Background: an optimization exercise with open tools, aiming at small area, a short achievable clock period and few clock cycles. Do not read the settings as production practice. The RTL was checked by simulation tests, not by an equivalence proof against the original design. No activity file was given, so power comes from the tool's default toggle rates.

// UT_TOP
module UT_TOP (
    clk, rst_n, in_valid, in_time,
    out_valid, out_display, out_day
);
input clk, rst_n, in_valid;
input [30:0] in_time;
output reg out_valid;
output reg [3:0] out_display;
output reg [2:0] out_day;
reg [4:0] cnt;
wire idle = (cnt == 5'd0);
reg [9:0]  R1;     
reg [15:0] S;      
reg [6:0]  LO;     
reg [1:0]  QD;     
reg [2:0]  W;      
reg        gt, lt; 
reg [10:0] R2;
reg [4:0]  Y;      
reg [1:0]  YO;     
reg [1:0]  HH;
reg [3:0]  MO;
reg [4:0]  DY;
wire [11:0] x1 = {R1, S[15:14]};
wire        c1a = (x1 >= 12'd675), c1b = (x1 >= 12'd1350), c1c = (x1 >= 12'd2025);
wire [1:0]  q1 = c1c ? 2'd3 : c1b ? 2'd2 : c1a ? 2'd1 : 2'd0;
wire [11:0] r1n = c1c ? x1 - 12'd2025 : c1b ? x1 - 12'd1350 : c1a ? x1 - 12'd675 : x1;
wire [12:0] x2 = {R2, QD};
wire        c2a = (x2 >= 13'd1461), c2b = (x2 >= 13'd2922), c2c = (x2 >= 13'd4383);
wire [1:0]  q2 = c2c ? 2'd3 : c2b ? 2'd2 : c2a ? 2'd1 : 2'd0;
wire [12:0] r2n = c2c ? x2 - 13'd4383 : c2b ? x2 - 13'd2922 : c2a ? x2 - 13'd1461 : x2;
reg [2:0] wn;
always @(*) begin
    case ({W, q1})
        5'd0: wn = 3'd0;   5'd1: wn = 3'd1;   5'd2: wn = 3'd2;   5'd3: wn = 3'd3;
  ...
Size in the first run: roughly 93 flip-flops.
clock: 9.0 ns
lec_check: 0
abc_area: 1
cap_margin: 20
core_margin: 2
core_utilization: 60
setup_slack_margin: 5
slew_margin: 20
run.sh (not shown) runs the stock make flow with config.mk's settings and CLKGATE_MAP_FILE= SYNTH_SCRIPT=/design/flow/synth_recipe.tcl, a recipe that flattens the netlist after the stock synthesis.
Testbench counts at the start, summed over its fixed seeds: cycles 11,768.
Rerun with:
==> flow/flow/run.sh (new file) <==
#!/bin/bash
# Standard layout, except that synthesis maps adders and comparators through ABC
# (no full/half-adder cell extraction), which gives smaller and faster logic here.
set -euo pipefail
bash standard.sh ADDER_MAP_FILE= finish > flow_make.log 2>&1
==> flow/standard.sh (new file) <==
#!/bin/bash
# synth_recipe.tcl (not shown) runs the flow's synth.tcl, then flattens the netlist and writes it again
# the make line also repeats each setting of config.mk as NAME=value (left out here)
make -C /OpenROAD-flow-scripts/flow DESIGN_CONFIG=/design/flow/config.mk WORK_HOME=/design/flow/orfs CLKGATE_MAP_FILE= SYNTH_SCRIPT=/design/flow/synth_recipe.tcl "${@:-finish}"
removed: flow/run.sh
The new run completed with no timing, DRC or antenna violations.
Worst setup slack gains 0.39 ns.
Clock-buffer cell count decreases by 1.
Core utilization went up by 0.83 points.
Via count falls by 15%.
Sequential share of layout area is higher by 4.3 points.
Worst hold slack gains 0.010 ns.
Routed wire length shrinks by 18%.
Final cell count goes down by 13%.
Rerun with:
==> flow/flow/run.sh (replaced) <==
#!/bin/bash
# Standard layout, except that synthesis maps adders and comparators through ABC
# (no full/half-adder cell extraction), and timing repair aims for 2.5 ns paths.
set -euo pipefail
bash standard.sh ADDER_MAP_FILE= SETUP_SLACK_MARGIN=6.5 finish > flow_make.log 2>&1
Via count rises by a few percent.
Critical path depth falls by 12.
Hold slack barely changes.
Synthesized cell count does not change.
Die area stays the same.
Area after synthesis does not change.
Routed wire length rises by a little under a tenth.
Setup slack gains 0.55 ns.
Non-clock buffer count rises by 48.
Rerun with:
==> flow/run.sh (new file) <==
#!/bin/bash
# synth_recipe.tcl (not shown) runs the flow's synth.tcl, then flattens the netlist and writes it again
# the make line also repeats each setting of config.mk as NAME=value (left out here)
make -C /OpenROAD-flow-scripts/flow DESIGN_CONFIG=/design/flow/config.mk WORK_HOME=/design/flow/orfs CLKGATE_MAP_FILE= SYNTH_SCRIPT=/design/flow/synth_recipe.tcl finish
Settings changed: ABC_AREA 1 to 0, ABC_CLOCK_PERIOD_IN_PS from default to 2500.
removed: flow/flow/run.sh
removed: flow/standard.sh
- The changed run finished clean
- area after synthesis grows by 15%
- non-clock buffer count shrinks by 36
- setup slack loses 1.1 ns
- wire length increases by 12%
- total power came out higher by 27%

[static timing again, ports no longer ideal]
The flow's constraints put no driver on any port. The routed layouts listed below were extracted and timed again, unchanged, in two steps.
Step 1, drivers: a clkbuf_16 drives clk and a buf_2 each remaining input, both assumed.
Step 2 moves the port delays by t, midway between the first and last clock arrival at a register: inputs arrive t later, outputs are due t later. That takes back most of the time a late clock gives input paths.
Three values: ideal ports, drivers, drivers and shift; two values: the first two.
run | t (ns) | slack for setup (ns) | worst register clock-pin slew, ns | worst slew at a driven data input, ns
the first run | 0.393 | 5.369 / 5.369 / 5.369 | 0.07 / 0.07 | 0.04
the second run | 0.395 | 5.759 / 5.759 / 5.759 | 0.08 / 0.08 | 0.05
the third run | 0.397 | 6.304 / 6.264 / 6.183 | 0.08 / 0.08 | 0.05
the fourth run | 0.394 | 5.218 / 5.218 / 5.218 | 0.08 / 0.08 | 0.05
After both steps setup and hold are still met in every run listed. The setup slack of the third run, which loses most, moves by -0.040 ns with the drivers and by -0.121 ns with both steps.
